This is an optimization exercise on Yosys and OpenROAD, whose aim is small area, a short achievable clock period and few clock cycles per item, not a production implementation.
Function was not checked in any run shown here: the RTL went through the layout flow alone.
No activity file was given, so power comes from the tool's default toggle rates.

**flow/run.sh**
```bash
#!/bin/bash
# synth_recipe.tcl (not shown) runs the flow's synth.tcl, then flattens the netlist and writes it again
# the make line also repeats each setting of config.mk as NAME=value (left out here)
make -C /OpenROAD-flow-scripts/flow DESIGN_CONFIG=/design/flow/config.mk WORK_HOME=/design/flow/orfs CLKGATE_MAP_FILE= SYNTH_SCRIPT=/design/flow/synth_recipe.tcl finish
```
**flow/config.mk**
```make
export PLATFORM = sky130hd
export DESIGN_NAME = mat_ops_controller
export DESIGN_NICKNAME = mat_ops_controller
export VERILOG_FILES = /design/flow/design.v
export SDC_FILE = /design/flow/constraint.sdc
export NUM_CORES = 4
export LEC_CHECK = 0
export CAP_MARGIN = 20
export CORE_MARGIN = 2
export CORE_UTILIZATION = 40
export PLACE_DENSITY = 0.6
export SLEW_MARGIN = 20
```
**flow/constraint.sdc**
```tcl
create_clock -name core_clock -period 5.0 [get_ports {i_clk}]
set_input_delay 1.0000 -clock core_clock [delete_from_list [all_inputs] [get_ports {i_clk}]]
set_output_delay 1.0000 -clock core_clock [all_outputs]
set_load 0.01 [all_outputs]
```
**flow/design.v**
```verilog
`timescale 1ns / 1ns
module mat_ops_controller #(
	parameter DATA_LEN = 8,
	parameter N = 8,
	parameter ADDRESS_SIZE = 4
)
(
	input                         i_clk,
	input                         i_rstn,
	input   [DATA_LEN*N-1:0]      i_read_data_A,
	output  [ADDRESS_SIZE-1:0]    o_address_A,
	output                        o_wr_en_A,
	output  [DATA_LEN*N-1:0]      o_write_data_A,
	input   [DATA_LEN*N-1:0]      i_read_data_B,
	output  [ADDRESS_SIZE-1:0]    o_address_B,
	output                        o_wr_en_B,
	output  [DATA_LEN*N-1:0]      o_write_data_B,
	output                        o_done
);
	reg        run;
	reg  [2:0] r;
	reg  [3:0] s;
	reg  [2:0] tail;
	reg        run_n;
	reg  [2:0] r_n;
	reg  [3:0] s_n;
	reg  [2:0] tail_n;
	wire start = (i_read_data_A[7:0] == 8'd1);
	always @(*) begin
		run_n  = run;
		r_n    = r;
		s_n    = s;
		tail_n = 3'd0;
		if (run) begin
			if (s == 4'd8) begin
				s_n = 4'd0;
				if (r == 3'd7) begin
					run_n  = 1'b0;
					tail_n = 3'd1;
				end else begin
					r_n = r + 3'd1;
				end
			end else if (r == 3'd0 && s == 4'd2) begin
				s_n = 4'd4;
			end else begin
				s_n = s + 4'd1;
			end
		end else if (tail != 3'd0) begin
			tail_n = (tail == 3'd4) ? 3'd0 : tail + 3'd1;
		end else if (start) begin
			run_n = 1'b1;
			r_n   = 3'd0;
			s_n   = 4'd0;
		end
	end
	wire       wr_n   = run_n && (s_n == 4'd3) && (r_n != 3'd0);
	wire [3:0] s_m1   = s_n - 4'd1;
	wire [2:0] k_n    = (s_n < 4'd3) ? s_n[2:0] : s_m1[2:0];
	wire       done_n = (tail_n == 3'd4);
	reg  [3:0] addr_a;
	reg  [3:0] addr_b;
	reg        wr_b;
	reg        done;
	reg        v0;
	reg  [2:0] k0;
	reg        f0;
	always @(posedge i_clk, negedge i_rstn) begin
		if (!i_rstn) begin
			run    <= 1'b0;
			r      <= 3'd0;
			s      <= 4'd0;
			tail   <= 3'd0;
			addr_a <= 4'd0;
			addr_b <= 4'd0;
			wr_b   <= 1'b0;
			done   <= 1'b0;
		end else begin
			run    <= run_n;
			r      <= r_n;
			s      <= s_n;
			tail   <= tail_n;
			addr_a <= run_n ? {1'b1, r_n} : 4'd0;
			addr_b <= done_n ? 4'd15 : (wr_n ? {1'b1, r_n - 3'd1} : {1'b0, k_n});
			wr_b   <= wr_n || done_n;
			done   <= done_n;
		end
	end
	always @(posedge i_clk) begin
		v0 <= run_n && !wr_n;
		k0 <= k_n;
		f0 <= run_n && (s_n == 4'd0);
	end
	reg                  v1;
	reg  [2:0]           k1;
	reg                  f1;
	reg                  f2;
	reg                  f3;
	reg  [7:0]           a2;
	reg  [63:0]          b2;
	wire [63:0]          acc;
	always @(posedge i_clk) begin
		v1 <= v0;
		k1 <= k0;
		f1 <= f0;
		f2 <= f1;
		f3 <= f2;
		a2 <= v1 ? i_read_data_A[8*k1 +: 8] : 8'd0;
		b2 <= i_read_data_B;
	end
	genvar j;
	generate
		for (j = 0; j < N; j = j + 1) begin : LANE
			mac_lane u_lane (
				.i_clk (i_clk),
				.a     (a2),
				.b     (b2[8*j +: 8]),
				.first (f3),
				.acc   (acc[8*j +: 8])
			);
		end
	endgenerate
	assign o_address_A    = addr_a;
	assign o_wr_en_A      = done;
	assign o_write_data_A = {(DATA_LEN*N){1'b0}};
	assign o_address_B    = addr_b;
	assign o_wr_en_B      = wr_b;
	assign o_write_data_B = acc;
	assign o_done         = done;
endmodule
module mac_lane (
	input            i_clk,
	input      [7:0] a,
	input      [7:0] b,
	input            first,
	output reg [7:0] acc
);
	wire [14:0] d;
	reg  [14:0] q;
	wire t1;
	wire t2;
	wire t3;
	wire t4;
	wire t5;
	wire t6;
	wire t7;
	wire t8;
	wire t9;
	wire t10;
	wire t11;
	wire t12;
	wire t13;
	wire t14;
	wire t15;
	wire t16;
	wire t17;
	wire t18;
	wire t19;
	wire t20;
	wire t21;
	wire t22;
	wire t23;
	wire t24;
	wire t25;
	wire t26;
	wire t27;
	wire t28;
	wire t29;
	wire t30;
	wire t31;
	wire t32;
	wire t33;
	wire t34;
	wire t35;
	wire t36;
	assign t1 = (a[0] & b[6]) ^ (a[1] & b[5]);
	assign t2 = (a[0] & b[6]) & (a[1] & b[5]);
	assign t3 = (a[0] & b[7]) ^ (a[1] & b[6]) ^ (a[2] & b[5]);
	assign t4 = (a[3] & b[4]) ^ (a[4] & b[3]);
	assign t5 = (a[0] & b[4]) ^ (a[1] & b[3]);
	assign t6 = (a[0] & b[4]) & (a[1] & b[3]);
	assign t7 = (a[0] & b[5]) ^ (a[1] & b[4]) ^ (a[2] & b[3]);
	assign t8 = ((a[0] & b[5]) & (a[1] & b[4])) | ((a[0] & b[5]) & (a[2] & b[3])) | ((a[1] & b[4]) & (a[2] & b[3]));
	assign t9 = (a[3] & b[2]) ^ (a[4] & b[1]);
	assign t10 = (a[3] & b[2]) & (a[4] & b[1]);
	assign t11 = t1 ^ (a[2] & b[4]) ^ (a[3] & b[3]);
	assign t12 = (t1 & (a[2] & b[4])) | (t1 & (a[3] & b[3])) | ((a[2] & b[4]) & (a[3] & b[3]));
	assign t13 = (a[4] & b[2]) ^ (a[5] & b[1]) ^ (a[6] & b[0]);
	assign t14 = ((a[4] & b[2]) & (a[5] & b[1])) | ((a[4] & b[2]) & (a[6] & b[0])) | ((a[5] & b[1]) & (a[6] & b[0]));
	assign t15 = t2 ^ t3 ^ t4;
	assign t16 = (a[5] & b[2]) ^ (a[6] & b[1]) ^ (a[7] & b[0]);
	assign t17 = (a[0] & b[3]) ^ (a[1] & b[2]);
	assign t18 = (a[0] & b[3]) & (a[1] & b[2]);
	assign t19 = t5 ^ (a[2] & b[2]) ^ (a[3] & b[1]);
	assign t20 = (t5 & (a[2] & b[2])) | (t5 & (a[3] & b[1])) | ((a[2] & b[2]) & (a[3] & b[1]));
	assign t21 = t6 ^ t7 ^ t9;
	assign t22 = (t6 & t7) | (t6 & t9) | (t7 & t9);
	assign t23 = t8 ^ t10 ^ t11;
	assign t24 = (t8 & t10) | (t8 & t11) | (t10 & t11);
	assign t25 = t12 ^ t14 ^ t15;
	assign t26 = (a[0] & b[2]) ^ (a[1] & b[1]);
	assign t27 = (a[0] & b[2]) & (a[1] & b[1]);
	assign t28 = t17 ^ (a[2] & b[1]) ^ (a[3] & b[0]);
	assign t29 = (t17 & (a[2] & b[1])) | (t17 & (a[3] & b[0])) | ((a[2] & b[1]) & (a[3] & b[0]));
	assign t30 = t18 ^ t19 ^ (a[4] & b[0]);
	assign t31 = (t18 & t19) | (t18 & (a[4] & b[0])) | (t19 & (a[4] & b[0]));
	assign t32 = t20 ^ t21 ^ (a[5] & b[0]);
	assign t33 = (t20 & t21) | (t20 & (a[5] & b[0])) | (t21 & (a[5] & b[0]));
	assign t34 = t22 ^ t23 ^ t13;
	assign t35 = (t22 & t23) | (t22 & t13) | (t23 & t13);
	assign t36 = t24 ^ t25 ^ t16;
	assign d[0] = (a[0] & b[0]);
	assign d[1] = (a[0] & b[1]);
	assign d[2] = (a[1] & b[0]);
	assign d[3] = t26;
	assign d[4] = (a[2] & b[0]);
	assign d[5] = t27;
	assign d[6] = t28;
	assign d[7] = t29;
	assign d[8] = t30;
	assign d[9] = t31;
	assign d[10] = t32;
	assign d[11] = t33;
	assign d[12] = t34;
	assign d[13] = t35;
	assign d[14] = t36;
	always @(posedge i_clk)
		q <= d;
	wire [7:0] g = first ? 8'd0 : acc;
	wire u1;
	wire u2;
	wire u3;
	wire u4;
	wire u5;
	wire u6;
	wire u7;
	wire u8;
	wire u9;
	wire u10;
	wire u11;
	wire u12;
	wire u13;
	assign u1 = g[1] ^ q[1];
	assign u2 = g[1] & q[1];
	assign u3 = g[2] ^ q[3] ^ q[4];
	assign u4 = (g[2] & q[3]) | (g[2] & q[4]) | (q[3] & q[4]);
	assign u5 = g[3] ^ q[5] ^ q[6];
	assign u6 = (g[3] & q[5]) | (g[3] & q[6]) | (q[5] & q[6]);
	assign u7 = g[4] ^ q[7] ^ q[8];
	assign u8 = (g[4] & q[7]) | (g[4] & q[8]) | (q[7] & q[8]);
	assign u9 = g[5] ^ q[9] ^ q[10];
	assign u10 = (g[5] & q[9]) | (g[5] & q[10]) | (q[9] & q[10]);
	assign u11 = g[6] ^ q[11] ^ q[12];
	assign u12 = (g[6] & q[11]) | (g[6] & q[12]) | (q[11] & q[12]);
	assign u13 = g[7] ^ q[13] ^ q[14];
	wire [7:0] s0 = {u12 , u10 , u8 , u6 , u4 , u2 , u1 , g[0]};
	wire [7:0] s1 = {u13 , u11 , u9 , u7 , u5 , u3 , q[2] , q[0]};
	always @(posedge i_clk)
		acc <= s0 + s1;
endmodule
```
==> results of run 1 <==
kinds of logic (layout without fill, tap and decap cells):
| kind of cell | count (synthesis) | in the layout | synth area share [%] |
|---|---|---|---|
| AND/OR/NAND/NOR | 433 | 433 | 14.5 |
| buffers and inverters | 340 | 507 | 9.39 |
| flip-flops | 287 | 287 | 35.9 |
| adder cells (fa/ha/maj) | 244 | 244 | 24.6 |
| XOR/XNOR | 165 | 165 | 8.87 |
| AO/OA/AOI/OAI | 89 | 89 | 3.83 |
| multiplexers | 26 | 26 | 2.90 |
| other | 1 | 64 | 0.0230 |
critical path, cell delays in order:
cell	delay, ns
clkdlybuf4s50_1	0.46
nor4b_4	0.42
a31oi_1	0.32
a22oi_1	0.48
inv_1	0.12
ha_1	0.23
or3_4	0.43
xor2_1	0.18
o22a_1	0.20
per-layer routing:
| layer | vias up | track usage [%] | part of all wire, % |
|---|---|---|---|
| met1 | 4958 | 20.6 | 43 |
| met4 | 2 | 4.87 | 1.8 |
| met5 | - | 0 | 0.041 |
| li1 | 5126 | - | - |
| met3 | 45 | 3.88 | 5.9 |
| met2 | 232 | 29.4 | 49 |
report_power, final:
group	total (mW)	switching [mW]	internal [mW]	leakage, nW
Sequential	3.43	0.507	2.92	2.48
Combinational	4.55	2.14	2.41	6.02
Clock	2.57	0.962	1.61	0.585
Total	10.5	3.61	6.94	9.08
state kept, by name, indices dropped and copies added, names as in the netlist, 4 cells and up:
signal           count
addr_b               4
s                    4
LANE.u_lane.q      120
b2                  64
LANE.u_lane.acc     64
a2                   8
placed cells by master, fill, tap and decap left out, drive strengths merged, types with 2 or more instances in the layout:
cell / instances
and2: 170
o21bai: 8
o21ai: 6
nor2b: 40
clkbuf: 50
o211a: 2
xnor2: 140
o21a: 8
a21oi: 27
fa: 128
o211ai: 2
clkinv: 6
bufinv: 3
nor4b: 2
inv: 233
xor2: 25
o41ai: 7
dfrtp: 19
clkdlybuf4s50: 204
dfxtp: 268
ha: 116
nand2b: 44
or3: 2
nor2: 30
mux2i: 10
a31oi: 2
a22oi: 4
a21o: 17
conb: 64
nand3: 2
nand2: 128
buf: 10
mux4: 16
nor3: 9
final cells by class:
cell class	count	area, µm²
inverter	231	867
sequential	287	5850
fill	3623	20100
clock buffer	50	1040
clock inverter	12	143
timing repair buffer	214	2120
multi-input combinational	1021	9150
tap	525	657
path summary, 6_finish.rpt:
| check | from | to | slack, ns |
|---|---|---|---|
| max | i_read_data_A[3] | addr_b[0]$_DFF_PN0_ | 1.55 |
| max in group asynchronous | i_rstn | s[3]$_DFF_PN0_ | 3.49 |
| min in group asynchronous | i_rstn | addr_b[0]$_DFF_PN0_ | 0.98 |
| max reg2reg | f3$_DFF_P_ | LANE[2].u_lane.acc[7]$_DFF_P_ | 1.64 |
| min reg2reg | f1$_DFF_P_ | f2$_DFF_P_ | 0.32 |
| min | f1$_DFF_P_ | f2$_DFF_P_ | 0.32 |
per-stage QoR:
stage / total power, mW / std cells / hold WS (ns) / instance area, µm² / util (%)
6_report: 10.5 / 2340 / 0.322 / 19800 / 49.7
5_1_grt: 11.4 / 2340 / 0.334 / 19800 / 49.7
4_1_cts: 10.7 / 2340 / 0.321 / 19800 / 49.7
3_5_place_dp: 8.08 / 2278 / 0.312 / 18600 / 46.7
3_3_place_gp: 7.98 / 2278 / 0.311 / 18600 / 46.7
2_1_floorplan: 6.66 / 1648 / 0.310 / 16500 / -
==> impl_metrics.yaml, run 1 <==
cts:
  numCtsBuffers: 34
  clk_latency_ns: 0.52
  cts_hold_buf: 0
  cts_root_buf: "clkbuf_16"
  tritoncts: "done"
  cts.sinks: 287
  cts_setup_buffers: 0
  cts_max_level: 2
  cts_resized: 0
  path_clk_slew_ns: 0.06
  clockBufferDepth: 3
grt:
  grt_max_degree: 46
  grt_first_pass_wirelength_um: 56000
  grt_pass1_vias: 11291
  track_usage_pct: 16.8
  antenna_found_initial: 1
  grt-ovfl-total: 0
worst_setup_path:
  critPathKind: "primary input to register"
  critPathCaptureType: "register"
  crit_arrival_ns: 3.85
  crit_path_start_kind: "primary input"
  critPathMaxFanout: 7
  rr_worst_depth: 10
  critical_path_required_ns: 5.40
placed_design:
  place.gp.congestion: 0.854
  hpwl_um: 25500
  io_buffers: 204
  dp_slack_ns: 1.03
floorplanning:
  fp-row-count: 73
  core-area_um2: 39900
  initial_core_util_pct: 40.8
  fp.dieH_um: 206
  die-area_um2: 42300
  die_x_um: 206
  ios: 269
pwr:
  peakVddDrop_mv: 0.226
  power_density_nw_per_um2: 532
  p_leak_nw: 9.08
timing:
  fmax_mhz: 290
  slew_headroom_pct: 30.3
  fin_worst_skew_ns: 0.0118
  post-route-period-util_pct: 69.0
  drv_slew: 0
  finalSetupViolCount: 0
  finalHoldViolCount: 0
  setup-tns-final_ns: 0
  worstMarginPinSlew_ns: 1.05
  grt_setup_unrepaired: "no"
  layout_setup_ws_ns: 1.55
  timing.final.crit_period_ns: 3.45
detailed_routing:
  vias: 10363
  vias_per_cell: 4.43
  drt_wl_total_um: 34200
  ant_nets: 0
  drt_first_iter_violations: 331
  drc: 0
  wl_per_cell_um: 14.6
  firstDrtPassIters: 4
synth:
  synthTopCellsByCount: "dfxtp_1 (268), inv_1 (230), and2_1 (170)"
  synth_area_per_cell_um2: 10.3
  synth_edf_count: 0
  synth_top_cell_by_area: "dfxtp_1"
  ys_seq_area_share_pct: 35.9
  async_flop_share_pct: 6.62
  synth_top_area_share_pct: 32.9
  yosys_warnings: 2
  synth-seq-cells: 287
  synth_cells: 1585
  netlist_area_um2: 16300
  synth_ff_type: "dfxtp_1"
  synth.most_common_cell: "dfxtp_1"
  yosysUniqueCellTypes: 50
  synth_area_leaders: "dfxtp_1 (33%), fa_1 (16%), ha_1 (8.9%)"
worst_hold_path:
  holdPathStages: 0
  hp-class: "register to register"
final_layout:
  nets: 2163
  antenna_cells: 0
  syn_to_final_growth_pct: 21.8
  drive_above_1_share_pct: 5.18
flow_run:
  maxCapViolations: 0
outcome:
  run_status: "complete, no violations"
==> run 2: changes to the inputs <==
--- a/flow/config.mk
+++ b/flow/config.mk
@@ -9,4 +9,5 @@
 export CORE_MARGIN = 2
 export CORE_UTILIZATION = 40
 export PLACE_DENSITY = 0.6
+export SETUP_SLACK_MARGIN = 2.0
 export SLEW_MARGIN = 20
==> run 2 against run 1 <==
  * Still clean on timing, DRC and antenna
  * Final cell count up 0.30%
  * Flip-flop and latch count unchanged
  * Synthesized cell count unchanged
  * Die area unchanged
  * Utilization up 0.42 points
  * Clock-buffer cell count up 1
  * Total power up 0.57%
  * Non-clock buffer count up 5
  * Final area up 0.84%
  * Clock power about the same
  * First-iteration DRC count down 3.3%
  * Highest routed layer unchanged
==> impl_metrics.yaml, run 2 <==
placed_design:
  dpl_cell_area_um2: 18700
  io_buffers: 204
  place.gp.congestion: 0.817
  hpwl_um: 25400
grt:
  antenna_found_initial: 1
  track_usage_pct: 16.9
  grt_use_met2_pct: 29.4
  grt_use_met1_pct: 20.7
  grt_first_pass_wirelength_um: 56200
  grtUsageMet3_pct: 4.42
  top_usage_layer: "met2"
  grt_max_degree: 46
  grt-ovfl-total: 0
  grt_pass1_vias: 11198
detailed_routing:
  drt_first_iter_violations: 320
  ant_nets: 0
  drc: 0
  firstDrtPassIters: 4
  vias: 10469
  wl_per_cell_um: 14.7
  vias_per_cell: 4.46
  drt_wl_total_um: 34600
worst_setup_path:
  crit_arrival_ns: 3.28
  slowest_delay_ns: 0.43
  cp_top_family: "simple AND/OR/NAND/NOR gates"
  path_cells: "clkdlybuf4s50_1, nor2_1, a31oi_4, a22oi_2, inv_1, ha_2, or3_4, xor2_1, o22a_1"
  cp_slowest_cell: "clkdlybuf4s50_1"
  critPathKind: "primary input to register"
  critPathCaptureType: "register"
  critical_path_buf_inv_count: 2
  critPathMaxFanout: 6
  crit_path_start_kind: "primary input"
  critical_path_required_ns: 5.41
synth:
  synth_top_family_by_area: "adder cells"
  yosys_warnings: 2
  synthTopCellsByCount: "dfxtp_1 (268), inv_1 (230), and2_1 (170)"
  synth_top_area_share_pct: 32.9
  yosysUniqueCellTypes: 50
  synth_cells: 1585
  synthMuxAreaShare_pct: 2.90
  synth_top_cell_by_area: "dfxtp_1"
  synth_xor_xnor_area_share_pct: 8.87
  synth_edf_count: 0
  async_flop_share_pct: 6.62
  ys_seq_area_share_pct: 35.9
  synth_area_leaders: "dfxtp_1 (33%), fa_1 (16%), ha_1 (8.9%)"
  yosys.area_share.simple_pct: 14.5
  synth_compound_area_share_pct: 3.83
  synth_ff_type: "dfxtp_1"
  synth-seq-cells: 287
  synth.most_common_cell: "dfxtp_1"
  synth_area_per_cell_um2: 10.3
  netlist_area_um2: 16300
  synthAdderAreaFrac_pct: 24.6
final_layout:
  fillers: 3626
  nets: 2169
  reg.largest.list: "LANE.u_lane.q (120), LANE.u_lane.acc (64), b2 (64)"
  drive_above_1_share_pct: 6.04
  final_cell_area_um2: 20000
  syn_to_final_growth_pct: 22.8
  layout_common_cells: "dfxtp_1 (263), inv_1 (230), clkdlybuf4s50_1 (198)"
  final_common_cell: "dfxtp_1"
  largest_register_ff_count: 120
  regMostFlops: "LANE.u_lane.q"
floorplanning:
  core-area_um2: 39900
  die-area_um2: 42300
  fp-row-count: 73
  ios: 269
  fp.dieH_um: 206
  initial_core_util_pct: 40.8
  die_x_um: 206
flow_run:
  maxCapViolations: 0
timing:
  grt_setup_unrepaired: "yes"
  timing.final.crit_period_ns: 2.88
  fin_worst_skew_ns: 0.0218
  setup-tns-final_ns: 0
  finalSetupViolCount: 0
  drv_slew: 0
  post-route-period-util_pct: 57.6
  fmax_mhz: 347
  slew_headroom_pct: 32.2
  whs_ns: 0.318
  finalHoldViolCount: 0
  worstMarginPinSlew_ns: 1.02
pwr:
  p_leak_nw: 9.19
  power_density_nw_per_um2: 530
  peakVddDrop_mv: 0.225
cts:
  cts.sinks: 287
  numCtsBuffers: 35
  cts_hold_buf: 0
  path_clk_slew_ns: 0.06
  clockBufferDepth: 3
  cts_root_buf: "clkbuf_16"
  clk_latency_ns: 0.52
  tritoncts: "done"
  cts_max_level: 2
outcome:
  run_status: "complete, no violations"
worst_hold_path:
  hp-class: "register to register"
-- run 2: cell types whose count changed in the layout (fill, tap and decap cells not counted), moves of 4 or more --
cell	delta
clkdlybuf4s50_1	-6
dlymetal6s2s_1	+6
dfxtp_2	-5
dfxtp_4	+5
o41ai_1	-4
o41ai_2	+4
-- run 2: layout make-up --
| type | count | area (µm²) | area share [%] |
|---|---|---|---|
| multi-input combinational | 1021 | 9210 | 46.1 |
| sequential | 287 | 5860 | 29.3 |
| timing repair buffer | 219 | 2200 | 11.0 |
| clock buffer | 51 | 1070 | 5.35 |
| inverter | 231 | 867 | 4.34 |
| tap | 525 | 657 | 3.29 |
| clock inverter | 11 | 124 | 0.620 |
| antenna | 2 | 5.00 | 0.0250 |
-- run 2: logic make-up (layout without fill, tap and decap cells) --
kind of cell               count (synthesis)  after routing
AOI/OAI and AO/OA                         89             89
xor gates and xnor gates                 165            165
adders and majority gates                244            244
buffers and inverters                    340            512
DFF                                      287            287
muxes                                     26             26
other                                      1             66
and+or+nand+nor                          433            433
-- run 2: per-layer routing --
| metal | vias up | part of all wire, % |
|---|---|---|
| met2 | 259 | 49 |
| met4 | 2 | 2.1 |
| met5 | - | 0.052 |
| met1 | 5003 | 43 |
| li1 | 5155 | - |
| met3 | 50 | 6.7 |
-- run 2: through the flow --
step	util (%)	instances	power (mW)	setup WS (ns)
4_1_cts	49.9	2342	10.7	1.99
3_5_place_dp	46.8	2277	8.08	1.24
3_3_place_gp	46.8	2277	7.97	1.30
2_1_floorplan	-	1648	6.67	2.01
6_report	50.1	2347	10.6	2.12
5_1_grt	50.1	2345	11.5	1.97
-- run 2: power by group --
part	leakage, nW	internal, mW	switching, mW
sequential	2.48	2.92	0.487
combinational	6.13	2.45	2.16
clock	0.581	1.59	0.991
total	9.19	6.96	3.64
-- run 2: repair_timing --
item	in CTS	in global routing
pin swaps	3	6
endpoints found under the setup margin	16	25
buffers inserted	3	3
resized for setup	4	17
-- run 2: path summary, 6_finish.rpt --
| check | cells after the start | endpoint | slack [ns] | from |
|---|---|---|---|---|
| worst min register to register | 0 | f3$_DFF_P_ | 0.32 | f2$_DFF_P_ |
| worst max-delay path | 9 | addr_b[0]$_DFF_PN0_ | 2.12 | i_read_data_A[5] |
| worst min-delay path | 0 | f3$_DFF_P_ | 0.32 | f2$_DFF_P_ |
| min in group asynchronous | 1 | tail[1]$_DFF_PN0_ | 1.00 | i_rstn |
| worst max register to register | 10 | addr_b[2]$_DFF_PN0_ | 2.20 | s[0]$_DFF_PN0_ |
| max in group asynchronous | 1 | r[0]$_DFF_PN0_ | 3.42 | i_rstn |
-- run 2: worst reg2reg max path, stage by stage, from the launching register on --
cell and delay (ns):
dfrtp_1 0.45, inv_1 0.11, ha_1 0.24, nand3b_1 0.22, o211ai_1 0.20, o21ai_1 0.37
ha_2 0.27, o21ai_0 0.10, a2111o_1 0.50, o21ai_0 0.12, o211ai_1 0.12
==> run 3: changes to the inputs <==
--- a/flow/config.mk
+++ b/flow/config.mk
@@ -9,5 +9,5 @@
 export CORE_MARGIN = 2
 export CORE_UTILIZATION = 40
 export PLACE_DENSITY = 0.6
-export SETUP_SLACK_MARGIN = 2.0
+export SETUP_SLACK_MARGIN = 3.0
 export SLEW_MARGIN = 20
==> run 3 against run 2 <==
  * Still clean on timing, DRC and antenna
  * Global-route usage increased by 2.5 points
  * Die area unchanged
  * Via count increased by 6.6%
  * Clock-buffer cell count is 3 lower
  * Clock skew fell by 0.0094 ns
  * Critical endpoint is now LANE[0].u_lane.q[12]$_DFF_P_
  * Largest cell class unchanged
==> impl_metrics.yaml, run 3 <==
pwr:
  power_density_nw_per_um2: 551
  peakVddDrop_mv: 0.251
  p_leak_nw: 10.1
detailed_routing:
  vias_per_cell: 4.55
  drc: 0
  firstDrtPassIters: 5
  vias: 11161
  wl_per_cell_um: 16.8
  ant_nets: 0
  drt_first_iter_violations: 436
  drt_wl_total_um: 41300
floorplanning:
  core-area_um2: 39900
  die-area_um2: 42300
  initial_core_util_pct: 40.8
  fp.dieH_um: 206
  ios: 269
  fp-row-count: 73
  die_x_um: 206
cts:
  tritoncts: "done"
  path_clk_slew_ns: 0.06
  cts_max_level: 2
  clk_latency_ns: 0.52
  clockBufferDepth: 3
  cts_root_buf: "clkbuf_16"
  cts_hold_buf: 0
  cts.sinks: 287
  numCtsBuffers: 34
synth:
  ys_seq_area_share_pct: 35.9
  async_flop_share_pct: 6.62
  netlist_area_um2: 16300
  synth-seq-cells: 287
  synth_top_cell_by_area: "dfxtp_1"
  synth_top_area_share_pct: 32.9
  yosys_warnings: 2
  yosysUniqueCellTypes: 50
  synth_cells: 1585
  synth_area_leaders: "dfxtp_1 (33%), fa_1 (16%), ha_1 (8.9%)"
  synth_area_per_cell_um2: 10.3
  synth_edf_count: 0
  synth.most_common_cell: "dfxtp_1"
  synth_ff_type: "dfxtp_1"
  synthTopCellsByCount: "dfxtp_1 (268), inv_1 (230), and2_1 (170)"
worst_setup_path:
  endpoint: "LANE[0].u_lane.q[12]$_DFF_P_"
  r2r_slack_ns: 2.44
  crit_path_start_kind: "register"
  r2r_end: "LANE[0].u_lane.q[12]$_DFF_P_"
  critPathLaunch: "a2[1]$_SDFF_PN0_"
  rr_worst_depth: 8
  critPathMaxFanout: 4
  rr_startpoint: "a2[1]$_SDFF_PN0_"
  crit_arrival_ns: 2.95
  critical_path_required_ns: 5.39
  critPathCaptureType: "register"
  critPathKind: "register to register"
grt:
  grt_first_pass_wirelength_um: 62400
  track_usage_pct: 19.4
  grt_max_degree: 33
  grt-ovfl-total: 0
  grt_pass1_vias: 11779
  antenna_found_initial: 7
timing:
  whs_ns: 0.324
  fmax_mhz: 391
  post-route-period-util_pct: 51.2
  setup-tns-final_ns: 0
  grt_setup_unrepaired: "yes"
  drv_slew: 0
  fin_worst_skew_ns: 0.0124
  finalHoldViolCount: 0
  timing.final.crit_period_ns: 2.56
  slew_headroom_pct: 36.9
  worstMarginPinSlew_ns: 0.945
  finalSetupViolCount: 0
placed_design:
  hpwl_um: 25900
  place_inst: 2279
  io_buffers: 204
  place.gp.congestion: 0.794
final_layout:
  reg.largest.list: "LANE.u_lane.q (120), LANE.u_lane.acc (64), b2 (64)"
  ff_latch_area_um2: 5940
  stdcell_count: 2455
  largest_register_ff_count: 120
  syn_to_final_growth_pct: 38.0
  antenna_cells: 0
  drive_above_1_share_pct: 30.3
  nets: 2278
  multi_input_area_um2: 10400
  layout_common_cells: "dfxtp_1 (203), inv_1 (194), and2_1 (134)"
  final_common_cell: "dfxtp_1"
  regMostFlops: "LANE.u_lane.q"
  fillers: 3391
worst_hold_path:
  hp-class: "register to register"
outcome:
  run_status: "complete, no violations"
flow_run:
  maxCapViolations: 0
-- run 3: cell counts after synthesis --
Identical to the previous run, type by type.
-- run 3: area by class of cell --
| cell class | count | area share, % |
|---|---|---|
| clock buffer | 48 | 4.57 |
| inverter | 231 | 3.86 |
| timing repair buffer | 329 | 14.9 |
| multi-input combinational | 1021 | 46.3 |
| tap | 525 | 2.92 |
| sequential | 287 | 26.4 |
| clock inverter | 14 | 0.996 |
-- run 3: per-stage QoR --
step | cell area (µm²) | setup slack, ns | power (mW) | util [%]
global placement | 19400 | 1.44 | 8.39 | 48.7
floorplan | 17500 | 2.11 | 7.11 | -
global route | 22500 | 2.36 | 13.3 | 56.3
CTS | 21800 | 2.46 | 11.9 | 54.6
detailed placement | 19400 | 1.39 | 8.48 | 48.7
finish | 22500 | 2.44 | 12.4 | 56.3
-- run 3: worst max-delay path, cell delays in order, from the launching register on --
cell and delay [ns]:
dfxtp_4 0.37, buf_8 0.14, and2_4 0.14, ha_4 0.26, inv_2 0.03, fa_1 0.47, inv_1 0.05, fa_2 0.54
fa_2 0.44
-- run 3: cells by family (layout without fill, tap and decap cells) --
family / after synthesis / in the layout / share of synthesized area [%]
buffers and inverters: 340 / 622 / 9.39
flip-flops: 287 / 287 / 35.9
XOR/XNOR: 165 / 165 / 8.87
multiplexers: 26 / 26 / 2.90
other: 1 / 64 / 0.0230
AND/OR/NAND/NOR: 433 / 433 / 14.5
AO/OA/AOI/OAI: 89 / 89 / 3.83
adder cells (fa/ha/maj): 244 / 244 / 24.6
-- run 3: worst min path at each step --
stage | startpoint | to | slack [ns] | cells past startpoint
floorplan | f2$_DFF_P_ | f3$_DFF_P_ | 0.31 | 0
global placement | f1$_DFF_P_ | f2$_DFF_P_ | 0.31 | 0
detailed placement | f2$_DFF_P_ | f3$_DFF_P_ | 0.31 | 0
CTS | f2$_DFF_P_ | f3$_DFF_P_ | 0.32 | 0
global route | f0$_DFF_P_ | f1$_DFF_P_ | 0.33 | 0
finish | f2$_DFF_P_ | f3$_DFF_P_ | 0.32 | 0
-- run 3: timing repair --
item                                    4_1_cts  5_1_grt
cloned                                        2        0
endpoints found under the setup margin      204      169
pin swaps                                    88       79
buffers inserted                             79       33
gates resized for setup                     503       96
endpoints found under the hold margin         0        0
-- run 3: power breakdown --
group	leakage, nW	total (mW)	internal (mW)	switching, mW
clock network	0.621	2.73	1.74	0.981
logic	6.95	6.17	3.37	2.80
registers	2.48	3.49	2.99	0.499
total	10.1	12.4	8.10	4.28
-- run 3: metal layers --
layer	routed length [µm]	part of all wire [%]	vias to the layer above	GRT usage, %
met5	47	0.11	-	0
met4	1300	3.1	8	7.30
met3	2480	6.0	79	4.42
met2	20300	49	292	33.8
met1	17100	42	5416	23.2
li1	-	-	5366	-
==> run 4: changes to the inputs <==
--- a/flow/design.v
+++ b/flow/design.v
@@ -26,34 +26,29 @@
 	reg  [3:0] s_n;
 	reg  [2:0] tail_n;
 	wire start = (i_read_data_A[7:0] == 8'd1);
+	wire last  = (s == 4'd8) && (r == 3'd7);
+	wire idle  = !run && (tail == 3'd0);
 	always @(*) begin
-		run_n  = run;
+		run_n  = run ? !last : (idle && start);
 		r_n    = r;
 		s_n    = s;
 		tail_n = 3'd0;
 		if (run) begin
 			if (s == 4'd8) begin
 				s_n = 4'd0;
-				if (r == 3'd7) begin
-					run_n  = 1'b0;
-					tail_n = 3'd1;
-				end else begin
-					r_n = r + 3'd1;
-				end
+				r_n = r + 3'd1;
 			end else if (r == 3'd0 && s == 4'd2) begin
 				s_n = 4'd4;
 			end else begin
 				s_n = s + 4'd1;
 			end
+			if (last)
+				tail_n = 3'd1;
 		end else if (tail != 3'd0) begin
 			tail_n = (tail == 3'd4) ? 3'd0 : tail + 3'd1;
-		end else if (start) begin
-			run_n = 1'b1;
-			r_n   = 3'd0;
-			s_n   = 4'd0;
 		end
 	end
-	wire       wr_n   = run_n && (s_n == 4'd3) && (r_n != 3'd0);
+	wire       wr_n   = run && (s_n == 4'd3) && (r_n != 3'd0);
 	wire [3:0] s_m1   = s_n - 4'd1;
 	wire [2:0] k_n    = (s_n < 4'd3) ? s_n[2:0] : s_m1[2:0];
 	wire       done_n = (tail_n == 3'd4);
@@ -79,7 +74,7 @@
 			r      <= r_n;
 			s      <= s_n;
 			tail   <= tail_n;
-			addr_a <= run_n ? {1'b1, r_n} : 4'd0;
+			addr_a <= {run_n, r_n};
 			addr_b <= done_n ? 4'd15 : (wr_n ? {1'b1, r_n - 3'd1} : {1'b0, k_n});
 			wr_b   <= wr_n || done_n;
 			done   <= done_n;
@@ -94,7 +89,6 @@
 	reg  [2:0]           k1;
 	reg                  f1;
 	reg                  f2;
-	reg                  f3;
 	reg  [7:0]           a2;
 	reg  [63:0]          b2;
 	wire [63:0]          acc;
@@ -103,7 +97,6 @@
 		k1 <= k0;
 		f1 <= f0;
 		f2 <= f1;
-		f3 <= f2;
 		a2 <= v1 ? i_read_data_A[8*k1 +: 8] : 8'd0;
 		b2 <= i_read_data_B;
 	end
@@ -114,7 +107,7 @@
 				.i_clk (i_clk),
 				.a     (a2),
 				.b     (b2[8*j +: 8]),
-				.first (f3),
+				.first (f2),
 				.acc   (acc[8*j +: 8])
 			);
 		end
@@ -134,6 +127,7 @@
 	input            first,
 	output reg [7:0] acc
 );
+	reg              first_q;
 	wire [14:0] d;
 	reg  [14:0] q;
 	wire t1;
@@ -223,9 +217,11 @@
 	assign d[12] = t34;
 	assign d[13] = t35;
 	assign d[14] = t36;
-	always @(posedge i_clk)
-		q <= d;
-	wire [7:0] g = first ? 8'd0 : acc;
+	always @(posedge i_clk) begin
+		q       <= d;
+		first_q <= first;
+	end
+	wire [7:0] g = first_q ? 8'd0 : acc;
 	wire u1;
 	wire u2;
 	wire u3;
==> run 4 against run 3 <==
  * Still clean on timing, DRC and antenna
  * Utilization rose by 1.9 points
  * Flip-flop and latch count fell by 3
  * Global-route usage rose by 0.83 points
  * Final area rose by 3.4%
  * Final cell count rose by 0.94%
  * Critical endpoint is now LANE[4].u_lane.q[12]$_DFF_P_
  * Largest cell class unchanged
  * Highest routed layer unchanged
==> impl_metrics.yaml, run 4 <==
pwr:
  swShare_pct: 35.3
  power_density_nw_per_um2: 543
  peakVddDrop_mv: 0.311
  intPower_mw: 8.16
  power.switching_mw: 4.46
  p_clk_share_pct: 21.2
  p_comb_share_pct: 51.6
  power_frac_seq_pct: 27.1
  p_leak_nw: 10.1
worst_setup_path:
  critPathMaxFanout: 6
  cp_slowest_cell: "fa_2"
  critical_path_required_ns: 5.39
  slowest_delay_ns: 0.53
  critPathCaptureType: "register"
  cp_top_family: "adder cells"
  critPathKind: "register to register"
  crit_arrival_ns: 2.94
  crit_path_start_kind: "register"
  critical_path_buf_inv_count: 3
  path_cells: "buf_12, and2_4, ha_4, inv_2, fa_1, inv_2, fa_2, fa_2"
timing:
  timing.final.crit_period_ns: 2.54
  fin_worst_skew_ns: 0.0118
  slew_headroom_pct: 44.8
  finalHoldViolCount: 0
  finalSetupViolCount: 0
  fmax_mhz: 393
  post-route-period-util_pct: 50.9
  drv_slew: 0
  grt_setup_unrepaired: "yes"
  setup-tns-final_ns: 0
  worstMarginPinSlew_ns: 0.827
grt:
  grt_pass1_vias: 12228
  track_usage_pct: 20.2
  grt_max_degree: 41
  antenna_found_initial: 5
  grt-ovfl-total: 0
  grt_first_pass_wirelength_um: 64900
synth:
  synth_top_cell_by_area: "dfxtp_1"
  synth_area_leaders: "dfxtp_1 (33%), fa_1 (16%), ha_1 (9.0%)"
  yosys_warnings: 2
  synth.most_common_cell: "dfxtp_1"
  yosysUniqueCellTypes: 52
  ys_seq_area_share_pct: 35.6
  synth_edf_count: 0
  synth_top_area_share_pct: 33.1
  async_flop_share_pct: 5.63
  synthTopCellsByCount: "dfxtp_1 (268), inv_1 (223), and2_1 (168)"
  synth_cells: 1586
  synth_ff_type: "dfxtp_1"
  netlist_area_um2: 16200
  synth-seq-cells: 284
  synth_area_per_cell_um2: 10.2
detailed_routing:
  ant_nets: 0
  drc: 0
  drt_wl_total_um: 43000
  vias_per_cell: 4.61
  vias: 11417
  firstDrtPassIters: 4
  wl_per_cell_um: 17.4
  drt_first_iter_violations: 418
placed_design:
  hpwl_um: 26600
  place.gp.congestion: 0.777
  place_inst: 2272
  io_buffers: 204
cts:
  tritoncts: "done"
  cts_max_level: 2
  clockBufferDepth: 3
  path_clk_slew_ns: 0.06
  clk_latency_ns: 0.52
  cts.sinks: 284
  numCtsBuffers: 34
  cts_root_buf: "clkbuf_16"
final_layout:
  drive_above_1_share_pct: 36.2
  regMostFlops: "LANE.u_lane.q"
  layout_common_cells: "dfxtp_1 (201), inv_1 (175), nand2_1 (139)"
  reg.largest.list: "LANE.u_lane.q (120), LANE.u_lane.acc (64), b2 (64)"
  antenna_cells: 0
  fillers: 3317
  syn_to_final_growth_pct: 43.3
  stdcell_count: 2478
  final_util_pct: 58.2
  largest_register_ff_count: 120
  nets: 2302
  final_common_cell: "dfxtp_1"
floorplanning:
  initial_core_util_pct: 40.6
  fp.dieH_um: 205
  die-area_um2: 42200
  fp-row-count: 73
  core-area_um2: 39900
  ios: 269
  die_x_um: 205
worst_hold_path:
  hp-class: "register to register"
flow_run:
  maxCapViolations: 0
outcome:
  run_status: "complete, no violations"
## run 4: cell types whose count changed in the layout (fill, tap and decap cells not counted), moves of 10 or more
cell      change
ha_4         +31
ha_1         -27
buf_4        +22
and2_1       -19
inv_1        -19
and2_4       +17
nand2b_1     -17
nand2b_4     +15
buf_6        -11
fa_1         -11
fa_2         +11
nand2_1      +11
inv_2        +10
## run 4: cell type report
type | count | area [µm²] | area share (%)
clock buffers | 45 | 986 | 4.24
clock inverters | 17 | 229 | 0.986
inverters | 223 | 840 | 3.61
multi-input cells | 1030 | 11100 | 47.6
flip-flops and latches | 284 | 5890 | 25.3
well taps | 525 | 657 | 2.83
repair buffers | 354 | 3560 | 15.3
## run 4: power groups by stage
| stage | clock [mW] | sequential [mW] | combinational [mW] |
|---|---|---|---|
| after CTS | 2.73 | 3.39 | 5.81 |
| after global placement | 0 | 3.50 | 4.90 |
| after detailed placement | 0 | 3.51 | 5.01 |
| after floorplan | 0 | 3.33 | 3.80 |
| final | 2.68 | 3.43 | 6.51 |
| after global routing | 2.83 | 3.50 | 7.19 |
## run 4: metal layers
metal	track usage (%)	share of wire (%)
met5	0	0.10
met4	7.48	3.4
met3	5.19	6.5
met2	35.5	50
met1	23.7	40
## run 4: cells by family after synthesis
| family | Yosys count | synth area share, % |
|---|---|---|
| buf+inv | 335 | 9.42 |
| mux | 28 | 2.99 |
| xor+xnor | 164 | 8.86 |
| flops | 284 | 35.6 |
| simple gates | 441 | 14.6 |
| fa+ha+maj | 245 | 24.8 |
| other cells | 1 | 0.0231 |
| compound gates | 88 | 3.68 |
## run 4: final timing paths
kind	from	to	slack [ns]	depth (start not counted)
hold reg to reg	f2$_DFF_P_	LANE[7].u_lane.first_q$_DFF_P_	0.32	0
max in group asynchronous	i_rstn	run$_DFF_PN0_	3.50	1
setup reg to reg	a2[0]$_SDFF_PN0_	LANE[4].u_lane.q[12]$_DFF_P_	2.46	8
hold / removal	f2$_DFF_P_	LANE[7].u_lane.first_q$_DFF_P_	0.32	0
setup / recovery	a2[0]$_SDFF_PN0_	LANE[4].u_lane.q[12]$_DFF_P_	2.46	8
min in group asynchronous	i_rstn	addr_a[1]$_DFF_PN0_	0.93	1
## run 4: worst register-to-register path: cells and delay by family, from the launching register on
kind | cells | cell delay [ns]
DFF | 1 | 0.39
buffers and inverters | 3 | 0.22
adders and majority gates | 4 | 1.68
and+or+nand+nor | 1 | 0.14
## run 4: per-stage QoR
stage	cell area (µm²)	setup WS (ns)	hold slack, ns	total power, mW
floorplan	17500	2.31	0.309	7.13
global placement	19400	2.07	0.312	8.40
detailed placement	19400	1.99	0.312	8.52
CTS	22100	2.48	0.315	11.9
global route	23200	2.40	0.328	13.5
finish	23200	2.46	0.315	12.6
## run 4: timing repair
item | 4_1_cts | 5_1_grt
endpoints found under the setup margin | 207 | 169
resized for setup | 509 | 171
gates cloned | 6 | 2
pin swaps | 105 | 91
buffers inserted | 102 | 34
hold buffers | 0 | 0
==> run 5: changes to the inputs <==
--- a/flow/config.mk
+++ b/flow/config.mk
@@ -9,5 +9,5 @@
 export CORE_MARGIN = 2
 export CORE_UTILIZATION = 40
 export PLACE_DENSITY = 0.6
-export SETUP_SLACK_MARGIN = 3.0
+export SETUP_SLACK_MARGIN = 2.5
 export SLEW_MARGIN = 20
==> run 5 against run 4 <==
  * Routed wire length decreased by 12%
  * Global-route usage decreased by 2.0 points
  * Critical path type unchanged
  * Final cell count decreased by 3.7%
  * Total power decreased by 15%
  * Die area unchanged
  * Register-to-register slack got worse by 0.11 ns
  * Clock power decreased by 4%
  * Synthesized cell count unchanged
  * First-iteration DRC count decreased by 11%
  * Via count decreased by 5.8%
  * Clock skew increased by 0.0026 ns
==> impl_metrics.yaml, run 5 <==
worst_setup_path:
  path_cells: "buf_6, buf_12, and2_4, ha_4, inv_2, fa_1, inv_1, fa_2, fa_2"
  cp_top_family: "adder cells"
  crit_arrival_ns: 3.05
  critPathCaptureType: "register"
  slowest_delay_ns: 0.52
  cp_slowest_cell: "fa_2"
  critical_path_required_ns: 5.39
  crit_path_start_kind: "register"
  critical_path_buf_inv_count: 4
  critPathMaxFanout: 5
  critPathKind: "register to register"
  cp_common_cell: "fa_2"
detailed_routing:
  vias_per_cell: 4.50
  firstDrtPassIters: 4
  drt_wl_total_um: 37700
  drc: 0
  wl_per_cell_um: 15.8
  ant_nets: 0
  drt_first_iter_violations: 372
  vias: 10750
grt:
  track_usage_pct: 18.2
  antenna_found_initial: 2
  grt_max_degree: 28
  grt_first_pass_wirelength_um: 58900
  grt-ovfl-total: 0
  grt_pass1_vias: 11057
timing:
  fin_worst_skew_ns: 0.0144
  slew_headroom_pct: 33.9
  timing.final.crit_period_ns: 2.66
  post-route-period-util_pct: 53.2
  grt_setup_unrepaired: "yes"
  finalSetupViolCount: 0
  finalHoldViolCount: 0
  worstMarginPinSlew_ns: 0.990
  setup-tns-final_ns: 0
  fmax_mhz: 376
  drv_slew: 0
floorplanning:
  initial_core_util_pct: 40.6
  die_x_um: 205
  ios: 269
  core-area_um2: 39900
  die-area_um2: 42200
  fp-row-count: 73
  fp.dieH_um: 205
placed_design:
  place.gp.congestion: 0.781
  place_inst: 2279
  hpwl_um: 25500
  io_buffers: 204
  dpl_cell_area_um2: 18700
pwr:
  power.switching_mw: 3.73
  peakVddDrop_mv: 0.261
  intPower_mw: 7.04
  power_frac_seq_pct: 30.9
  p_clk_share_pct: 24.0
  p_leak_nw: 9.45
  swShare_pct: 34.6
  power_density_nw_per_um2: 517
  p_comb_share_pct: 45.2
cts:
  numCtsBuffers: 34
  path_clk_slew_ns: 0.06
  cts_max_level: 2
  tritoncts: "done"
  cts_root_buf: "clkbuf_16"
  clockBufferDepth: 3
  cts.sinks: 284
  clk_latency_ns: 0.52
synth:
  synth_top_area_share_pct: 33.1
  synth_edf_count: 0
  synth_ff_type: "dfxtp_1"
  async_flop_share_pct: 5.63
  yosysUniqueCellTypes: 52
  synth_area_leaders: "dfxtp_1 (33%), fa_1 (16%), ha_1 (9.0%)"
  synth-seq-cells: 284
  ys_seq_area_share_pct: 35.6
  synth_cells: 1586
  synth_area_per_cell_um2: 10.2
  yosys_warnings: 2
  synthTopCellsByCount: "dfxtp_1 (268), inv_1 (223), and2_1 (168)"
  synth.most_common_cell: "dfxtp_1"
  synth_top_cell_by_area: "dfxtp_1"
  netlist_area_um2: 16200
flow_run:
  maxCapViolations: 0
final_layout:
  multi_input_area_um2: 9640
  ff_latch_area_um2: 5790
  syn_to_final_growth_pct: 28.3
  nets: 2208
  reg.largest.list: "LANE.u_lane.q (120), LANE.u_lane.acc (64), b2 (64)"
  regMostFlops: "LANE.u_lane.q"
  layout_common_cells: "dfxtp_1 (261), inv_1 (208), clkdlybuf4s50_1 (196)"
  drive_above_1_share_pct: 13.3
  largest_register_ff_count: 120
  final_common_cell: "dfxtp_1"
  fillers: 3613
  final_cell_area_um2: 20800
  stdcell_count: 2387
worst_hold_path:
  hp-class: "register to register"
outcome:
  run_status: "complete, no violations"
## run 5: changes by cell type in the layout (fill, tap and decap cells not counted), sizes merged, moves of 3 or more
cell | before | now
buf | 223 | 56
clkbuf | 47 | 53
clkdlybuf4s50 | 126 | 196
clkinv | 7 | 4
diode | 0 | 3
dlygate4sd2 | 0 | 6
## run 5: path summary, 6_finish.rpt
path | endpoint | slack, ns | depth (start not counted) | from
worst max-delay path | LANE[3].u_lane.q[12]$_DFF_P_ | 2.34 | 9 | a2[0]$_SDFF_PN0_
worst min-delay path | LANE[7].u_lane.first_q$_DFF_P_ | 0.32 | 0 | f2$_DFF_P_
worst max register to register | LANE[3].u_lane.q[12]$_DFF_P_ | 2.34 | 9 | a2[0]$_SDFF_PN0_
worst min register to register | LANE[7].u_lane.first_q$_DFF_P_ | 0.32 | 0 | f2$_DFF_P_
max in group asynchronous | run$_DFF_PN0_ | 3.45 | 1 | i_rstn
min in group asynchronous | addr_b[1]$_DFF_PN0_ | 0.96 | 1 | i_rstn
## run 5: cells by family after synthesis
kind of cell / after synthesis / synth area share (%)
adders and majority gates: 245 / 24.8
xor gates and xnor gates: 164 / 8.86
other: 1 / 0.0231
buffers and inverters: 335 / 9.42
DFF: 284 / 35.6
AOI/OAI and AO/OA: 88 / 3.68
and+or+nand+nor: 441 / 14.6
muxes: 28 / 2.99
## run 5: through the flow
stage	setup WS, ns	total power, mW	hold WS, ns	utilization (%)
after floorplan	2.31	6.53	0.310	-
after global routing	2.27	11.6	0.323	52.1
final	2.34	10.8	0.323	52.1
after CTS	2.36	10.8	0.324	51.3
after detailed placement	1.84	7.88	0.312	46.8
after global placement	1.89	7.79	0.311	46.8
## run 5: timing repair
action | 4_1_cts | 5_1_grt
endpoints found under the hold margin | 0 | 0
gates resized for setup | 62 | 59
endpoints found under the setup margin | 100 | 52
pin swaps | 54 | 54
buffers inserted | 31 | 12
hold buffers | 0 | 0
## run 5: area by class of cell
| type | instances | area share, % |
|---|---|---|
| diodes | 3 | 0.0361 |
| clock buffers | 53 | 5.08 |
| clock inverters | 9 | 0.595 |
| inverters | 223 | 4.02 |
| multi-input cells | 1030 | 46.3 |
| flip-flops and latches | 284 | 27.8 |
| well taps | 525 | 3.16 |
| repair buffers | 260 | 12.9 |
## run 5: metal layers
| metal | global-route usage, % | wire length, µm | up-vias | share of wire [%] |
|---|---|---|---|---|
| met1 | 22.9 | 16100 | 5187 | 43 |
| met4 | 5.27 | 800 | 0 | 2.1 |
| met2 | 31.5 | 18700 | 265 | 49 |
| met3 | 3.85 | 2180 | 55 | 5.8 |
| li1 | - | - | 5243 | - |
| met5 | 0 | 0 | - | 0 |
## run 5: power by group through the flow
| stage | registers (mW) | clock network [mW] | logic [mW] |
|---|---|---|---|
| 4_1_cts | 3.34 | 2.65 | 4.76 |
| 5_1_grt | 3.40 | 2.75 | 5.48 |
| 6_report | 3.32 | 2.58 | 4.86 |
| 3_5_place_dp | 3.45 | 0 | 4.44 |
| 2_1_floorplan | 3.28 | 0 | 3.25 |
| 3_3_place_gp | 3.45 | 0 | 4.34 |
==> run 6: changes to the inputs <==
--- a/flow/config.mk
+++ b/flow/config.mk
@@ -8,6 +8,7 @@
 export CAP_MARGIN = 20
 export CORE_MARGIN = 2
 export CORE_UTILIZATION = 40
+export CTS_BUF_LIST = sky130_fd_sc_hd__clkbuf_4 sky130_fd_sc_hd__clkbuf_8
 export PLACE_DENSITY = 0.6
 export SETUP_SLACK_MARGIN = 2.5
 export SLEW_MARGIN = 20
==> run 6 against run 5 <==
  * Still clean on timing, DRC and antenna
  * Non-clock buffer count unchanged
  * Area after synthesis unchanged
  * Routed wire length increased by 2.4%
  * Utilization decreased by 0.16 points
  * Total power decreased by 2.0%
  * Clock-buffer cell count increased by 24
  * Final area decreased by 0.30%
  * Clock power decreased by 3%
  * Critical path type unchanged
  * Critical endpoint unchanged
==> impl_metrics.yaml, run 6 <==
grt:
  grt-ovfl-total: 0
  grt_use_met1_pct: 22.5
  grtUsageMet3_pct: 4.05
  grt_pass1_vias: 11280
  grt_first_pass_wirelength_um: 58900
  top_usage_layer: "met2"
  antenna_found_initial: 1
  grt_use_met2_pct: 31.8
  track_usage_pct: 18.3
  grt_max_degree: 28
pwr:
  p_comb_share_pct: 45.0
  p_leak_nw: 9.61
  power.switching_mw: 3.80
  power_mw: 10.6
  p_clk_share_pct: 23.6
  power_density_nw_per_um2: 509
  power_frac_seq_pct: 31.5
  intPower_mw: 6.75
  peakVddDrop_mv: 0.267
  swShare_pct: 36.0
floorplanning:
  ios: 269
  die-area_um2: 42200
  core-area_um2: 39900
  fp.dieH_um: 205
  fp-row-count: 73
  initial_core_util_pct: 40.6
  die_x_um: 205
timing:
  fmax_mhz: 372
  drv_slew: 0
  timing.final.crit_period_ns: 2.69
  finalHoldViolCount: 0
  grt_setup_unrepaired: "yes"
  post-route-period-util_pct: 53.8
  fin_worst_skew_ns: 0.0297
  finalSetupViolCount: 0
  worstMarginPinSlew_ns: 0.993
  slew_headroom_pct: 33.7
  setup-tns-final_ns: 0
final_layout:
  largest_register_ff_count: 120
  reg.largest.list: "LANE.u_lane.q (120), LANE.u_lane.acc (64), b2 (64)"
  fillers: 3661
  final_common_cell: "dfxtp_1"
  stdcell_count: 2420
  drive_above_1_share_pct: 14.9
  syn_to_final_growth_pct: 28.0
  nets: 2226
  regMostFlops: "LANE.u_lane.q"
  layout_common_cells: "dfxtp_1 (261), inv_1 (210), and2_1 (152)"
worst_setup_path:
  critPathMaxFanout: 5
  crit_path_start_kind: "register"
  crit_arrival_ns: 3.16
  critPathKind: "register to register"
  rr_startpoint: "a2[0]$_SDFF_PN0_"
  r2r_slack_ns: 2.31
  critical_path_required_ns: 5.47
  r2r_end: "LANE[3].u_lane.q[12]$_DFF_P_"
  rr_worst_depth: 9
  critPathCaptureType: "register"
  critPathLaunch: "a2[0]$_SDFF_PN0_"
flow_run:
  maxCapViolations: 0
worst_hold_path:
  min_to: "LANE[7].u_lane.first_q$_DFF_P_"
  min_from: "f2$_DFF_P_"
  hp-class: "register to register"
  holdPathStages: 0
cts:
  cts_max_level: 2
  path_clk_slew_ns: 0.06
  tritoncts: "done"
  clk_latency_ns: 0.62
  cts_root_buf: "clkbuf_8"
  clockBufferDepth: 3
  cts.sinks: 284
  cts_hold_buf: 0
  numCtsBuffers: 52
synth:
  synth_cells: 1586
  synth.most_common_cell: "dfxtp_1"
  synth_ff_type: "dfxtp_1"
  yosys_warnings: 2
  async_flop_share_pct: 5.63
  netlist_area_um2: 16200
  synth-seq-cells: 284
  synth_top_cell_by_area: "dfxtp_1"
  yosysUniqueCellTypes: 52
  synth_top_area_share_pct: 33.1
  synthTopCellsByCount: "dfxtp_1 (268), inv_1 (223), and2_1 (168)"
  synth_area_per_cell_um2: 10.2
  ys_seq_area_share_pct: 35.6
  synth_edf_count: 0
  synth_area_leaders: "dfxtp_1 (33%), fa_1 (16%), ha_1 (9.0%)"
detailed_routing:
  drc: 0
  ant_nets: 0
  vias: 10864
  firstDrtPassIters: 4
  drt_wl_total_um: 38600
  drt_first_iter_violations: 441
  vias_per_cell: 4.49
  wl_per_cell_um: 16.0
placed_design:
  hpwl_um: 25500
  place_inst: 2279
  io_buffers: 204
  place.gp.congestion: 0.781
outcome:
  run_status: "complete, no violations"
## run 6: cell counts after synthesis
No cell type changed its count.
## run 6: kinds of logic after synthesis
family                   count (synthesis)  share of synthesized area, %
XOR/XNOR                               164                          8.86
buffers and inverters                  335                          9.42
adder cells (fa/ha/maj)                245                          24.8
flip-flops                             284                          35.6
AND/OR/NAND/NOR                        441                          14.6
multiplexers                            28                          2.99
AO/OA/AOI/OAI                           88                          3.68
other                                    1                        0.0231
## run 6: per-layer routing
metal | routed length, µm | vias to the layer above
met3 | 2540 | 51
met4 | 801 | 0
met5 | 0 | -
met2 | 19200 | 314
met1 | 16100 | 5210
li1 | - | 5289
## run 6: stage by stage
step                util (%)  hold WS [ns]  instance area [µm²]  setup slack, ns
finish                  52.0         0.326                20700             2.31
detailed placement      46.8         0.312                18700             1.84
global route            52.0         0.328                20700             2.27
CTS                     50.8         0.326                20300             2.34
global placement        46.8         0.311                18700             1.89
floorplan                  -         0.310                16700             2.31
## run 6: final cells by class
class / count / area, µm² / share of cell area [%]
Antenna cell: 2 / 5.00 / 0.0241
Multi-Input combinational cell: 1030 / 9640 / 46.5
Clock buffer: 77 / 985 / 4.75
Inverter: 223 / 837 / 4.03
Timing Repair Buffer: 260 / 2620 / 12.6
Tap cell: 525 / 657 / 3.17
Sequential cell: 284 / 5790 / 27.9
Clock inverter: 19 / 201 / 0.971
## run 6: power groups by stage
| stage | sequential (mW) | combinational, mW | clock (mW) |
|---|---|---|---|
| floorplan | 3.28 | 3.25 | 0 |
| global placement | 3.45 | 4.34 | 0 |
| detailed placement | 3.45 | 4.44 | 0 |
| CTS | 3.33 | 4.55 | 2.56 |
| global route | 3.40 | 5.37 | 2.67 |
| finish | 3.32 | 4.75 | 2.49 |
## run 6: worst max-delay path by stage
stage	depth (start not counted)	to	slack (ns)
global placement	8	LANE[3].u_lane.q[12]$_DFF_P_	1.89
finish	9	LANE[3].u_lane.q[12]$_DFF_P_	2.31
global route	11	LANE[4].u_lane.q[14]$_DFF_P_	2.27
detailed placement	8	LANE[3].u_lane.q[12]$_DFF_P_	1.84
CTS	9	LANE[3].u_lane.q[12]$_DFF_P_	2.34
floorplan	10	LANE[3].u_lane.q[12]$_DFF_P_	2.31
## run 6: critical path: stages (launching register included)
cell and delay (ns):
dfxtp_4 0.39, buf_12 0.14, buf_12 0.11, and2_4 0.13, ha_4 0.26, inv_2 0.03, fa_1 0.47, inv_1 0.05
fa_2 0.52, fa_2 0.43
## run 6: repair_timing
action / in CTS / in global routing
hold endpoints to repair: 0 / 0
setup buffers: 26 / 15
endpoints found under the setup margin: 168 / 53
resized for setup: 113 / 71
pin swaps: 28 / 61
cloned: 0 / 2
==> run 7: changes to the inputs <==
==> flow/flow/run.sh (new file) <==
#!/bin/bash
# The standard layout (the standard.sh, standard synthesis unchanged) with
# the port buffers made from the smallest buffer cell instead of the
# clock-delay buffer that buffer_ports picks by default.
set -euo pipefail
bash standard.sh BUFFER_PORTS_ARGS="-buffer_cell sky130_fd_sc_hd__buf_1" finish > make_finish.log 2>&1
==> flow/standard.sh (new file) <==
#!/bin/bash
# synth_recipe.tcl (not shown) runs the flow's synth.tcl, then flattens the netlist and writes it again
# the make line also repeats each setting of config.mk as NAME=value (left out here)
make -C /OpenROAD-flow-scripts/flow DESIGN_CONFIG=/design/flow/config.mk WORK_HOME=/design/flow/orfs CLKGATE_MAP_FILE= SYNTH_SCRIPT=/design/flow/synth_recipe.tcl "${@:-finish}"
--- a/flow/config.mk
+++ b/flow/config.mk
@@ -8,7 +8,6 @@
 export CAP_MARGIN = 20
 export CORE_MARGIN = 2
 export CORE_UTILIZATION = 40
-export CTS_BUF_LIST = sky130_fd_sc_hd__clkbuf_4 sky130_fd_sc_hd__clkbuf_8
 export PLACE_DENSITY = 0.6
 export SETUP_SLACK_MARGIN = 2.5
 export SLEW_MARGIN = 20
removed: flow/run.sh
==> run 7 against run 6 <==
  * Critical path type unchanged
  * Largest power group unchanged
  * Still clean on timing, DRC and antenna
  * Highest routed layer is now met5
  * Largest cell class unchanged
  * Non-clock buffer count is 16 lower
  * Flip-flop and latch count stayed put
  * Routed wire length is 3.6% lower
==> impl_metrics.yaml, run 7 <==
outcome:
  run_status: "complete, no violations"
floorplanning:
  ios: 269
  fp.dieH_um: 205
  initial_core_util_pct: 40.6
  fp-row-count: 73
  core-area_um2: 39900
  die_x_um: 205
  die-area_um2: 42200
pwr:
  p_clk_share_pct: 25.4
  p_comb_share_pct: 42.8
  power.switching_mw: 3.76
  power_mw: 10.5
  power_frac_seq_pct: 31.8
  power_density_nw_per_um2: 542
  intPower_mw: 6.72
  p_leak_nw: 8.77
  peakVddDrop_mv: 0.367
  swShare_pct: 35.9
timing:
  slew_headroom_pct: 37.6
  whs_ns: 0.325
  post-route-period-util_pct: 51.8
  fin_worst_skew_ns: 0.0167
  finalSetupViolCount: 0
  worstMarginPinSlew_ns: 0.936
  grt_setup_unrepaired: "yes"
  finalHoldViolCount: 0
  fmax_mhz: 386
  drv_slew: 0
  timing.final.crit_period_ns: 2.59
  setup-tns-final_ns: 0
synth:
  yosysUniqueCellTypes: 52
  synth_xor_xnor_area_share_pct: 8.86
  synth_compound_area_share_pct: 3.68
  synth-seq-cells: 284
  synth.most_common_cell: "dfxtp_1"
  synth_cells: 1586
  synth_area_per_cell_um2: 10.2
  synth_top_area_share_pct: 33.1
  synthTopCellsByCount: "dfxtp_1 (268), inv_1 (223), and2_1 (168)"
  yosys.area_share.simple_pct: 14.6
  synth_top_cell_by_area: "dfxtp_1"
  synth_top_family_by_area: "adder cells"
  synth_edf_count: 0
  ys_seq_area_share_pct: 35.6
  netlist_area_um2: 16200
  synth_area_leaders: "dfxtp_1 (33%), fa_1 (16%), ha_1 (9.0%)"
  async_flop_share_pct: 5.63
  yosys_warnings: 2
  synthMuxAreaShare_pct: 2.99
  synth_ff_type: "dfxtp_1"
  synthAdderAreaFrac_pct: 24.8
cts:
  clk_latency_ns: 0.53
  path_clk_slew_ns: 0.05
  cts_root_buf: "clkbuf_16"
  cts.sinks: 284
  clockBufferDepth: 3
  numCtsBuffers: 34
  cts_hold_buf: 0
  tritoncts: "done"
  cts_max_level: 2
final_layout:
  final_common_cell: "dfxtp_1"
  drive_above_1_share_pct: 11.0
  nets: 2192
  regMostFlops: "LANE.u_lane.q"
  reg.largest.list: "LANE.u_lane.q (120), LANE.u_lane.acc (64), b2 (64)"
  antenna_cells: 0
  stdcell_count: 2365
  largest_register_ff_count: 120
  layout_common_cells: "dfxtp_1 (262), inv_1 (216), buf_1 (204)"
  fillers: 3783
  final_cell_area_um2: 19300
  syn_to_final_growth_pct: 19.3
worst_setup_path:
  critPathMaxFanout: 6
  critical_path_required_ns: 5.40
  rr_worst_depth: 8
  critPathCaptureType: "register"
  critPathKind: "register to register"
  r2r_slack_ns: 2.41
  crit_path_start_kind: "register"
  r2r_end: "LANE[5].u_lane.q[12]$_DFF_P_"
  rr_startpoint: "a2[0]$_SDFF_PN0_"
  crit_arrival_ns: 2.99
grt:
  antenna_found_initial: 2
  grt-ovfl-total: 0
  grt_first_pass_wirelength_um: 59000
  grt_pass1_vias: 11386
  grt_max_degree: 33
  track_usage_pct: 18.1
detailed_routing:
  drt_first_iter_violations: 481
  drc: 0
  drt_wl_total_um: 37200
  vias_per_cell: 4.52
  ant_nets: 0
  wl_per_cell_um: 15.7
  vias: 10683
  firstDrtPassIters: 4
worst_hold_path:
  min_to: "v1$_DFF_P_"
  holdPathStages: 0
  min_from: "v0$_DFF_P_"
  hp-class: "register to register"
placed_design:
  place.gp.congestion: 0.775
  hpwl_um: 25800
  io_buffers: 204
  dpl_cell_area_um2: 17400
  place_inst: 2276
flow_run:
  maxCapViolations: 0
==> run 7: cell counts after synthesis <==
Identical to the previous run, type by type.
==> run 7: kinds of logic after synthesis <==
family,after synthesis
and+or+nand+nor,441
buffers and inverters,335
DFF,284
adders and majority gates,245
xor gates and xnor gates,164
AOI/OAI and AO/OA,88
muxes,28
other,1
==> run 7: how the worst max path moves through the flow <==
| stage | from | slack [ns] | to |
|---|---|---|---|
| detailed placement | LANE[7].u_lane.first_q$_DFF_P_ | 1.85 | LANE[3].u_lane.acc[7]$_DFF_P_ |
| CTS | a2[0]$_SDFF_PN0_ | 2.41 | LANE[3].u_lane.q[12]$_DFF_P_ |
| finish | a2[0]$_SDFF_PN0_ | 2.41 | LANE[5].u_lane.q[12]$_DFF_P_ |
| floorplan | a2[0]$_SDFF_PN0_ | 2.31 | LANE[3].u_lane.q[12]$_DFF_P_ |
| global route | a2[0]$_SDFF_PN0_ | 2.33 | LANE[4].u_lane.q[14]$_DFF_P_ |
| global placement | a2[0]$_SDFF_PN0_ | 1.91 | LANE[3].u_lane.q[12]$_DFF_P_ |
==> run 7: power by group through the flow <==
stage	logic (mW)	clock network, mW	registers (mW)
3_5_place_dp	4.05	0	3.43
4_1_cts	4.30	2.74	3.36
5_1_grt	5.12	2.82	3.41
6_report	4.49	2.66	3.33
2_1_floorplan	3.25	0	3.28
3_3_place_gp	3.94	0	3.43
==> run 7: metal layers <==
layer | up-vias | track usage [%] | part of all wire, %
met5 | - | 0 | 0.043
met4 | 2 | 5.70 | 2.2
met3 | 65 | 3.52 | 6.0
met2 | 281 | 32.0 | 50
met1 | 5142 | 22.2 | 41
li1 | 5193 | - | -
==> run 7: final cells by class <==
cell class,count,area [µm²],share of cell area (%)
clock buffer,53,1100,5.67
timing repair buffer,244,1230,6.36
inverter,223,840,4.34
sequential,284,5790,29.9
multi-input combinational,1030,9590,49.6
clock inverter,6,130,0.673
tap,525,657,3.40
==> run 7: worst max-delay path, stage by stage (launching register included) <==
cell and delay [ns]:
dfxtp_4 0.40, buf_8 0.15, and2_4 0.14, ha_4 0.26
inv_2 0.03, fa_1 0.47, inv_1 0.05, fa_2 0.53
fa_2 0.43
==> run 7: per-stage QoR <==
step	utilization, %	setup WS [ns]
after floorplan	-	2.31
after global placement	43.6	1.91
after detailed placement	43.6	1.85
after CTS	47.6	2.41
after global routing	48.4	2.33
final	48.4	2.41
==> run 7: repair_timing <==
| action | 4_1_cts | 5_1_grt |
|---|---|---|
| resized for setup | 35 | 44 |
| setup buffers | 18 | 11 |
| cloned | 1 | 0 |
| pin swaps | 19 | 30 |
| endpoints found under the setup margin | 83 | 49 |

[port drivers added, routing unchanged]
In the flow no input, the clock included, has a driving cell. The finished layouts below were timed again as built, in two steps.
Step 1 (the two cells are an assumption about what drives the block):
set clk [get_ports {i_clk}]
set_driving_cell -lib_cell sky130_fd_sc_hd__clkbuf_16 $clk
set_driving_cell -lib_cell sky130_fd_sc_hd__buf_2 [delete_from_list [all_inputs] $clk]
Step 2 also shifts input and output timing later by t, the mid clock arrival at the registers, as if the neighbouring blocks saw the same clock.
Three values: no drivers, after step 1, after step 2; two values: the first two.
run	t, ns	setup WS [ns]	hold slack, ns	latest minus earliest clock arrival (ns)
run 1	0.568	1.551 / 1.584 / 1.016	0.322 / 0.322 / 0.322	0.014 / 0.014
run 2	0.562	2.121 / 2.152 / 1.590	0.318 / 0.318 / 0.318	0.023 / 0.022
run 3	0.567	2.441 / 2.441 / 1.911	0.324 / 0.324 / 0.324	0.013 / 0.013
run 4	0.570	2.455 / 2.455 / 2.455	0.315 / 0.315 / 0.315	0.014 / 0.014
run 5	0.560	2.340 / 2.340 / 2.340	0.323 / 0.323 / 0.323	0.019 / 0.019
run 6	0.657	2.310 / 2.310 / 2.310	0.326 / 0.326 / 0.326	0.037 / 0.037
run 7	0.575	2.408 / 2.408 / 2.142	0.325 / 0.325 / 0.325	0.017 / 0.017
After both steps setup and hold are still met in every run listed. For run 1, which loses most, drivers alone change the setup slack by +0.033 ns; drivers and shift together by -0.535 ns.
